From an optimization exercise on the open Yosys and OpenROAD flow, aimed at small area and a short achievable clock period; shortcuts taken in it are not production practice. Function was checked by simulation only, so behaviour that the tests miss may differ from the original. Power is estimated from default activity; no workload was simulated.

==> design/flow/design.v <==
module synchronizer(
    input  logic clk,
    input  logic rst_n,
    input  logic data_in,
    output logic data_out
    );
    logic ff_1;
  always_ff @(posedge clk, negedge rst_n)
    if (~rst_n) ff_1 <= 1'b0;
    else        ff_1 <= data_in;
  always_ff @(posedge clk, negedge rst_n)
    if (~rst_n) data_out <= 1'b0;
    else        data_out <= ff_1;
endmodule
module edge_counter
  ( input  logic	    clk,
    input  logic	    rst_n,
    input  logic	    gpio_in,
    input  logic        enable,
    input  logic        trig_enable,
    input  logic	    trig_in,
    output logic	    trig_out,
    input  logic	    cfg_trig_out,
    input  logic	    cfg_in_inv,
    output logic [31:0] d1_count,
    output logic [31:0] d2_count,
    output logic [31:0] d3_count
    );
  logic gpio_in_pol_sync;
  logic gpio_in_pol;
  logic trig_done;
  logic non_trig_done;
  logic d1_count_done;
  logic d1_count_done_hold;
  logic d2_count_done;
  logic d2_count_done_hold;
  logic d3_count_done;
  logic d3_count_done_hold;
  logic pos_edge_trig_out;
  logic neg_edge_trig_out;
  logic trig_out_hold;
  assign gpio_in_pol = (cfg_in_inv) ? ~gpio_in : gpio_in;
  synchronizer u_synchronizer_gpio_in
    ( .clk      (clk),
      .rst_n    (rst_n),
      .data_in  (gpio_in_pol),
      .data_out (gpio_in_pol_sync)
     );
  assign trig_done     =   trig_enable  &&   gpio_in_pol_sync;
  assign non_trig_done = (!trig_enable) && (!gpio_in_pol_sync);
  assign d1_count_done = (d1_count != 32'd0) && (trig_done || non_trig_done);
  always_ff @(posedge clk, negedge rst_n)
    if (~rst_n)             d1_count_done_hold <= 1'b0;
    else if (!enable)       d1_count_done_hold <= 1'b0;
    else if (d1_count_done) d1_count_done_hold <= 1'b1;
  always_ff @(posedge clk, negedge rst_n)
    if (~rst_n)                                                                     d1_count <= 32'd0;
    else if (!enable)                                                               d1_count <= 32'd0;
    else if ((d1_count == '1) || d1_count_done || d1_count_done_hold)               d1_count <= d1_count;
    else if ((d1_count == 32'd0) && ((trig_in && trig_enable) || gpio_in_pol_sync)) d1_count <= 32'd1;
    else if ((d1_count != 32'd0) &&   trig_enable  && (!gpio_in_pol_sync))          d1_count <= d1_count + 32'd1;
    else if ((d1_count != 32'd0) && (!trig_enable) &&   gpio_in_pol_sync)           d1_count <= d1_count + 32'd1;
  assign d2_count_done = (d2_count != 32'd0) && ((trig_enable && (!gpio_in_pol_sync)) || ((!trig_enable) && gpio_in_pol_sync));
  always_ff @(posedge clk, negedge rst_n)
    if (~rst_n)             d2_count_done_hold <= 1'b0;
    else if (!enable)       d2_count_done_hold <= 1'b0;
    else if (d2_count_done) d2_count_done_hold <= 1'b1;
  always_ff @(posedge clk, negedge rst_n)
    if (~rst_n)                                                            d2_count <= 32'd0;
    else if (!enable)                                                      d2_count <= 32'd0;
    else if ((d2_count == '1) || d2_count_done || d2_count_done_hold)      d2_count <= d2_count;
    else if ((d2_count == 32'd0) && d1_count_done)                         d2_count <= 32'd1;
    else if ((d2_count != 32'd0) &&   trig_enable  &&   gpio_in_pol_sync)  d2_count <= d2_count + 32'd1;
    else if ((d2_count != 32'd0) && (!trig_enable) && (!gpio_in_pol_sync)) d2_count <= d2_count + 32'd1;
  assign d3_count_done = (d3_count != 32'd0) && ((trig_enable && gpio_in_pol_sync) || ((~trig_enable) && (~gpio_in_pol_sync)));
  always_ff @(posedge clk, negedge rst_n)
    if (~rst_n)             d3_count_done_hold <= 1'b0;
    else if (!enable)       d3_count_done_hold <= 1'b0;
    else if (d3_count_done) d3_count_done_hold <= 1'b1;
  always_ff @(posedge clk, negedge rst_n)
    if (~rst_n)                                                            d3_count <= 32'd0;
    else if (!enable)                                                      d3_count <= 32'd0;
    else if ((d3_count == '1) || d3_count_done || d3_count_done_hold)      d3_count <= d3_count;
    else if ((d3_count == 32'd0) && d2_count_done)                         d3_count <= 32'd1;
    else if ((d3_count != 32'd0) &&   trig_enable  && (!gpio_in_pol_sync)) d3_count <= d3_count + 32'd1;
    else if ((d3_count != 32'd0) && (!trig_enable) &&   gpio_in_pol_sync)  d3_count <= d3_count + 32'd1;
  assign pos_edge_trig_out = (!cfg_trig_out) && (d1_count == 32'd0) &&   gpio_in_pol_sync;
  assign neg_edge_trig_out =   cfg_trig_out  && (d1_count != 32'd0) && (!gpio_in_pol_sync);
  always_ff @(posedge clk, negedge rst_n)
    if (~rst_n)                                                          trig_out <= 1'b0;
    else if (!enable)                                                    trig_out <= 1'b0;
    else if (!trig_out_hold && (pos_edge_trig_out || neg_edge_trig_out)) trig_out <= 1'b1;
    else                                                                 trig_out <= 1'b0;
  always_ff @(posedge clk, negedge rst_n)
    if (~rst_n)        trig_out_hold <= 1'b0;
    else if (!enable)  trig_out_hold <= 1'b0;
    else if (trig_out) trig_out_hold <= 1'b1;
endmodule
module scarf_regmap_2_edge_counters
  ( input  logic	    clk,
    input  logic	    rst_n_sync,
    input  logic  [7:0] data_in,
    input  logic	    data_in_valid,
    input  logic	    data_in_finished,
    input  logic  [6:0] slave_id,
    input  logic        rnw,
    output logic  [7:0] read_data_out,
    output logic  [3:0] cfg_trig_out,
    output logic  [3:0] cfg_in_inv,
    output logic  [3:0] enable,
    output logic  [3:0] trig_enable,
    input  logic [31:0] d1_count_0,
    input  logic [31:0] d2_count_0,
    input  logic [31:0] d3_count_0,
    input  logic [31:0] d1_count_1,
    input  logic [31:0] d2_count_1,
    input  logic [31:0] d3_count_1
    );
    parameter SLAVE_ID    = 7'h03;
    parameter MAX_ADDRESS = 6'd25;  
    parameter NUM_WRITE_REGS = 2;
    logic [7:0] registers [1:0];
    logic [5:0] address;
    logic       first_byte;
    logic       final_byte;
    logic       valid_slave;
    logic       valid_read;
    logic       valid_write;
    logic       first_byte_slave_id;
    assign valid_slave = (slave_id == SLAVE_ID);
    always_ff @(posedge clk, negedge rst_n_sync)
      if (~rst_n_sync)                       first_byte <= 1'd1;
      else if (data_in_finished)             first_byte <= 1'd1;
      else if (data_in_valid && valid_slave) first_byte <= 1'd0;
    always_ff @(posedge clk, negedge rst_n_sync)
        if (~rst_n_sync)                                                  address <= 'd0;
        else if (data_in_finished)                                        address <= 'd0;
        else if (valid_slave && data_in_valid && first_byte)              address <= data_in[5:0];
        else if (valid_slave && data_in_valid && (address < MAX_ADDRESS)) address <= address + 1'b1;
    always_ff @(posedge clk, negedge rst_n_sync)
        if (~rst_n_sync)                                                                    final_byte <= 1'b0;
        else if (data_in_finished)                                                          final_byte <= 1'b0;
        else if (valid_slave && data_in_valid && (!first_byte) && (address == MAX_ADDRESS)) final_byte <= 1'b1;
    assign valid_read = valid_slave && rnw && (!first_byte) && (!final_byte);
    assign first_byte_slave_id = valid_slave && rnw && first_byte;
    always_comb
      if (first_byte_slave_id)                   read_data_out[7:0] = {1'b0,SLAVE_ID};
      else if (valid_read && (address == 6'd0))  read_data_out[7:0] = registers[0][7:0];
      else if (valid_read && (address == 6'd1))  read_data_out[7:0] = registers[1][7:0];
      else if (valid_read && (address == 6'd2))  read_data_out[7:0] = d1_count_0[7:0];
      else if (valid_read && (address == 6'd3))  read_data_out[7:0] = d1_count_0[15:8];
      else if (valid_read && (address == 6'd4))  read_data_out[7:0] = d1_count_0[23:16];
      else if (valid_read && (address == 6'd5))  read_data_out[7:0] = d1_count_0[31:24];
      else if (valid_read && (address == 6'd6))  read_data_out[7:0] = d2_count_0[7:0];
      else if (valid_read && (address == 6'd7))  read_data_out[7:0] = d2_count_0[15:8];
      else if (valid_read && (address == 6'd8))  read_data_out[7:0] = d2_count_0[23:16];
      else if (valid_read && (address == 6'd9))  read_data_out[7:0] = d2_count_0[31:24];
      else if (valid_read && (address == 6'd10)) read_data_out[7:0] = d3_count_0[7:0];
      else if (valid_read && (address == 6'd11)) read_data_out[7:0] = d3_count_0[15:8];
      else if (valid_read && (address == 6'd12)) read_data_out[7:0] = d3_count_0[23:16];
      else if (valid_read && (address == 6'd13)) read_data_out[7:0] = d3_count_0[31:24];
      else if (valid_read && (address == 6'd14)) read_data_out[7:0] = d1_count_1[7:0];
      else if (valid_read && (address == 6'd15)) read_data_out[7:0] = d1_count_1[15:8];
      else if (valid_read && (address == 6'd16)) read_data_out[7:0] = d1_count_1[23:16];
      else if (valid_read && (address == 6'd17)) read_data_out[7:0] = d1_count_1[31:24];
      else if (valid_read && (address == 6'd18)) read_data_out[7:0] = d2_count_1[7:0];
      else if (valid_read && (address == 6'd19)) read_data_out[7:0] = d2_count_1[15:8];
      else if (valid_read && (address == 6'd20)) read_data_out[7:0] = d2_count_1[23:16];
      else if (valid_read && (address == 6'd21)) read_data_out[7:0] = d2_count_1[31:24];
      else if (valid_read && (address == 6'd22)) read_data_out[7:0] = d3_count_1[7:0];
      else if (valid_read && (address == 6'd23)) read_data_out[7:0] = d3_count_1[15:8];
      else if (valid_read && (address == 6'd24)) read_data_out[7:0] = d3_count_1[23:16];
      else if (valid_read && (address == 6'd25)) read_data_out[7:0] = d3_count_1[31:24];
      else                                       read_data_out[7:0] = 8'd0;
    assign valid_write = valid_slave && (!rnw) && data_in_valid && (!first_byte) && (!final_byte);
    integer i;
    always_ff @(posedge clk, negedge rst_n_sync)
      if (~rst_n_sync) for (i=0; i<NUM_WRITE_REGS; i=i+1) registers[i]       <= 8'h00;
      else if (valid_write && (address < 6'd2))           registers[address] <= data_in;
    always_comb begin
      enable       = registers[0][3:0];
      trig_enable  = registers[0][7:4];
      cfg_in_inv   = registers[1][3:0];
      cfg_trig_out = registers[1][7:4];
    end
endmodule
module scarf_2_edge_counters
  ( input  logic        clk,
    input  logic        rst_n_sync,
    input  logic  [7:0] data_in,
    input  logic        data_in_valid,
    input  logic        data_in_finished,
    input  logic  [6:0] slave_id,
    input  logic        rnw,
    output logic  [7:0] read_data_out,
    input  logic        gpio_0_in,
    input  logic        gpio_1_in
    );
   parameter SLAVE_ID = 7'd03;
   logic        trig_out_0;
   logic        trig_out_1;
   logic  [3:0] cfg_trig_out;
   logic  [3:0] cfg_in_inv;
   logic  [3:0] enable;
   logic  [3:0] trig_enable;
   logic [31:0] d1_count_0;
   logic [31:0] d2_count_0;
   logic [31:0] d3_count_0;
   logic [31:0] d1_count_1;
   logic [31:0] d2_count_1;
   logic [31:0] d3_count_1;
   scarf_regmap_2_edge_counters 
   # ( .SLAVE_ID( SLAVE_ID ) )
   u_scarf_regmap_4_edge_counters
     ( .clk,                    
       .rst_n_sync,             
       .data_in,                
       .data_in_valid,          
       .data_in_finished,       
       .slave_id,               
       .rnw,                    
       .read_data_out,          
       .cfg_trig_out,           
       .cfg_in_inv,             
       .enable,                 
       .trig_enable,            
       .d1_count_0,             
       .d2_count_0,             
       .d3_count_0,             
       .d1_count_1,             
       .d2_count_1,             
       .d3_count_1              
      );
   edge_counter u_edge_counter_0
     ( .clk,                                    
       .rst_n               (rst_n_sync),       
       .gpio_in             (gpio_0_in),        
       .enable              (enable[0]),        
       .trig_enable         (trig_enable[0]),   
       .trig_in             (trig_out_1),       
       .trig_out            (trig_out_0),       
       .cfg_trig_out        (cfg_trig_out[0]),  
       .cfg_in_inv          (cfg_in_inv[0]),    
       .d1_count            (d1_count_0),       
       .d2_count            (d2_count_0),       
       .d3_count            (d3_count_0)        
       );
   edge_counter u_edge_counter_1
     ( .clk,                                    
       .rst_n               (rst_n_sync),       
       .gpio_in             (gpio_1_in),        
       .enable              (enable[1]),        
       .trig_enable         (trig_enable[1]),   
       .trig_in             (trig_out_0),       
       .trig_out            (trig_out_1),       
       .cfg_trig_out        (cfg_trig_out[1]),  
       .cfg_in_inv          (cfg_in_inv[1]),    
       .d1_count            (d1_count_1),       
       .d2_count            (d2_count_1),       
       .d3_count            (d3_count_1)        
       );
   endmodule
==> design/flow/run.sh <==
#!/bin/bash
# synth_recipe.tcl (not shown) runs the flow's synth.tcl, then flattens the netlist and writes it again
# the make line also repeats each setting of config.mk as NAME=value (left out here)
make -C /OpenROAD-flow-scripts/flow DESIGN_CONFIG=/design/flow/config.mk WORK_HOME=/design/flow/orfs CLKGATE_MAP_FILE= SYNTH_SCRIPT=/design/flow/synth_recipe.tcl finish
==> design/flow/config.mk <==
export PLATFORM = sky130hd
export DESIGN_NAME = scarf_2_edge_counters
export DESIGN_NICKNAME = scarf_2_edge_counters
export VERILOG_FILES = /design/flow/design.v
export SDC_FILE = /design/flow/constraint.sdc
export NUM_CORES = 4
export LEC_CHECK = 0
export CAP_MARGIN = 20
export CORE_MARGIN = 2
export CORE_UTILIZATION = 40
export SLEW_MARGIN = 20
==> design/flow/constraint.sdc <==
create_clock -name core_clock -period 6.0 [get_ports {clk}]
set_input_delay 1.2000 -clock core_clock [delete_from_list [all_inputs] [get_ports {clk}]]
set_output_delay 1.2000 -clock core_clock [all_outputs]
set_load 0.01 [all_outputs]
==> summary.txt <==
==> area by class of cell <==
cell class,count,area (sq um),area share (%)
clock inverters,19,206,1.19
multi-input cells,1538,8830,50.7
well taps,511,639,3.68
clock buffers,35,788,4.53
flip-flops and latches,230,5760,33.1
inverters,37,139,0.798
repair buffers,126,1040,5.97
==> logic make-up after synthesis <==
family                     count (synthesis)
and+or+nand+nor                          877
AOI/OAI and AO/OA                        602
DFF                                      230
buffers and inverters                    151
xor gates and xnor gates                  25
muxes                                     17
adders and majority gates                 17
==> layer usage <==
metal	routed length [um]	vias to the layer above	global-route usage (%)	share of wire, %
li1	-	7305	-	-
met3	4100	111	4.78	7.7
met5	13	-	0	0.024
met2	22800	662	39.5	43
met4	1480	2	9.09	2.8
met1	24800	7742	40.1	47
==> stage by stage <==
stage / hold WS (ps) / total power (W)
2_1_floorplan: 331 / 0.00216
3_3_place_gp: 334 / 0.00238
3_5_place_dp: 335 / 0.00239
4_1_cts: 350 / 0.00422
5_1_grt: 367 / 0.00440
6_report: 350 / 0.00419
==> registers in the layout (all words and copies together) (netlist names), 6 cells and up <==
signal and cells:
u_edge_counter_0.d3_count 32, u_edge_counter_0.d2_count 32, u_edge_counter_1.d2_count 32, u_scarf_regmap_4_edge_counters.registers 16, u_edge_counter_0.d1_count 32, u_edge_counter_1.d3_count 32, u_edge_counter_1.d1_count 32, u_scarf_regmap_4_edge_counters.address 6
==> final timing paths <==
| path | start | end | depth (start not counted) |
|---|---|---|---|
| setup reg to reg | u_edge_counter_0.d1_count[1] | u_edge_counter_0.d1_count[23] | 12 |
| max in group asynchronous | rst_n_sync | u_edge_counter_0.d2_count[14] | 2 |
| min in group asynchronous | rst_n_sync | u_edge_counter_1.d3_count[14] | 1 |
| hold / removal | u_edge_counter_0.u_synchronizer_gpio_in.ff_1 | u_edge_counter_0.u_synchronizer_gpio_in.data_out | 0 |
| hold reg to reg | u_edge_counter_0.u_synchronizer_gpio_in.ff_1 | u_edge_counter_0.u_synchronizer_gpio_in.data_out | 0 |
| setup / recovery | slave_id[2] | read_data_out[7] | 13 |
==> where the power goes <==
group / switching, W / internal, W / leakage (nW) / total (W)
logic: 0.000414 / 0.000226 / 3.35 / 0.000640
registers: 0.000112 / 0.00162 / 3.12 / 0.00173
clock network: 0.000741 / 0.00107 / 0.491 / 0.00181
total: 0.00127 / 0.00292 / 6.97 / 0.00419
==> cell usage in the layout (no fill, tap or decap), types with 16 or more instances in the layout <==
master | Yosys | routed
clkdlybuf4s50_1 | 0 | 27
buf_4 | 2 | 96
inv_1 | 35 | 35
o21ai_0 | 296 | 296
and3_1 | 78 | 77
dfrtp_1 | 229 | 229
nor4_1 | 43 | 43
nand2_1 | 208 | 208
xor2_1 | 19 | 19
and4_1 | 17 | 17
a31oi_1 | 40 | 39
clkbuf_16 | 0 | 29
o31ai_1 | 37 | 37
nor2_1 | 193 | 191
o221ai_1 | 16 | 16
a21oi_1 | 87 | 86
nor3_1 | 43 | 43
nand3_1 | 104 | 103
ha_1 | 17 | 17
and2_1 | 24 | 23
nand4_1 | 78 | 78
==> critical path: stages <==
cell,delay [ps]
clkdlybuf4s50_1,430
or4_1,530
buf_4,210
nor4_4,190
buf_4,190
a32oi_1,130
o221ai_1,100
a21boi_0,110
a21oi_1,240
o221ai_1,210
a221o_1,350
a21oi_1,220
clkdlybuf4s50_1,580
==> what timing repair did <==
action,CTS,global route
resized for setup,0,9
buffers inserted,0,2
setup endpoints to repair,0,6
==> out/metrics.yaml <==
status:
  outcome: "finished clean"
sta:
  slew_violations: 0
  relSlewSlack_pct: 36.1
  fin_setup_tns_ps: 0
  report.final.hold_viol_count: 0
  rsz0062_at_grt: "false"
  layout_min_cycle_time_ps: 5910
  setup_viol: 0
  worst_pin_slew_ps: 949
  skew_ps: 33.5
  setup_ws_ps: 94.6
  maxClockFrequency_mhz: 169
  fin_crit_sh_pct: 98.4
cells_and_area:
  diodes: 0
  utilization_pct: 46.4
  fillers: 3777
  fin_nets: 2001
  fin_area_sq_mm: 0.0174
  drive_gt1_share_pct: 10.3
  areaGrowthSynthToFinish_pct: 14.9
  fin_cells: 2496
placement:
  placed_cells: 2440
  place_congestion: 0.939
  pre_cts_ws_ps: 40.4
  dpl_cell_area_sq_mm: 0.0164
  detailed_place_hpwl_um: 38700
  portBuffers: 29
yosys:
  avgSynthCellArea_sq_um: 7.89
  ys_seq_area_share_pct: 38.0
  synth_mux_area_share_pct: 1.24
  synth_top_family_by_area: "simple AND/OR/NAND/NOR gates"
  syn_area_sq_mm: 0.0151
  synth-xor-area-share_pct: 1.45
  synthTopCellsByArea: "dfrtp_1 38%, o21ai_0 9.8%, nand2_1 5.2%"
  synth-async-reset-ratio_pct: 100
  synth_flop_cell: "dfrtp_1"
  synth-compound-area-share_pct: 24.0
  netlist_instances: 1919
  yosysTopAreaCell: "dfrtp_1"
  synth_seq_cells: 230
  synth_edf_count: 0
  ys_types: 84
  synth.most_common_cell: "o21ai_0"
  ys_warn_count: 4
  synthTopCellsByCount: "296 x o21ai_0, 229 x dfrtp_1, 208 x nand2_1"
  synth_top_area_share_pct: 37.9
  synthAdderAreaFrac_pct: 1.40
  synth.net_count: 1958
  synthSimpleGateAreaFrac_pct: 29.9
clock_tree:
  htreeDepth: 1
  tritoncts: "built"
  worstSkewPairLatency_ps: 580
  clk_pin_slew_ps: 60
  clock-root-buffer: "clkbuf_16"
  cts_hold_buf: 0
  cts_buffers: 29
  clock_path_buffers: 3
  cts.sinks: 230
setup_path:
  r2r_slack_ps: 2340
  cp_data_arrival_time_ps: 4710
  setup.worst_path.class: "in -> out"
  cp-end-kind: "output port"
  worstPathMaxFanout: 6
  critical_path_required_ps: 4800
  critPathLaunchType: "primary input"
power:
  pwr_density_cell_mw_per_mm2: 241
  irDropWorstVdd_mv: 0.178
  p_leak_nw: 6.97
die:
  start_util_pct: 40.4
  die_x_um: 199
  die_y_um: 199
  core_sq_mm: 0.0375
  die_area_sq_mm: 0.0394
  fp-row-count: 71
  io_pins: 30
route:
  first_pass_iters: 6
  via_per_inst: 6.34
  routedWlPerCell_um: 21.3
  drc_errors: 0
  routed-via-count: 15800
  drtIter0Drc: 1623
  wirelength_um: 53200
  ant_nets: 0
grt:
  globalRouteOverflowTotal: 0
  grt_pass1_vias: 14800
  antenna_found_initial: 1
  grt_usage_pct: 27.1
  grt_max_degree: 102
  grt_pass1_wl_um: 84500
flow_run:
  cap_violations: 0
worst_hold_path:
  hold_path_class: "reg -> reg"

[what the ideal ports hide]
Ports are ideal in the flow. The routed layout listed here was re-timed in OpenROAD. Step 1: set_driving_cell puts a clkbuf_16 on clk and a buf_2 on each other input, an assumption about the parent block. Step 2 also shifts input and output timing later by t, the mid clock arrival at the registers, as if the neighbouring blocks saw the same clock. Slacks: no drivers / after step 1 / after step 2; pairs: no drivers / after step 1.
shift t [ns]: 0.625
setup WS [ns]: 0.095 / 0.070 / 0.070
worst setup path at the end: input to output
cell pins on the clock port's net: 1
After both steps this run still meets setup and hold. The setup slack of this run moves by -0.025 ns with the drivers and by -0.025 ns with both steps.
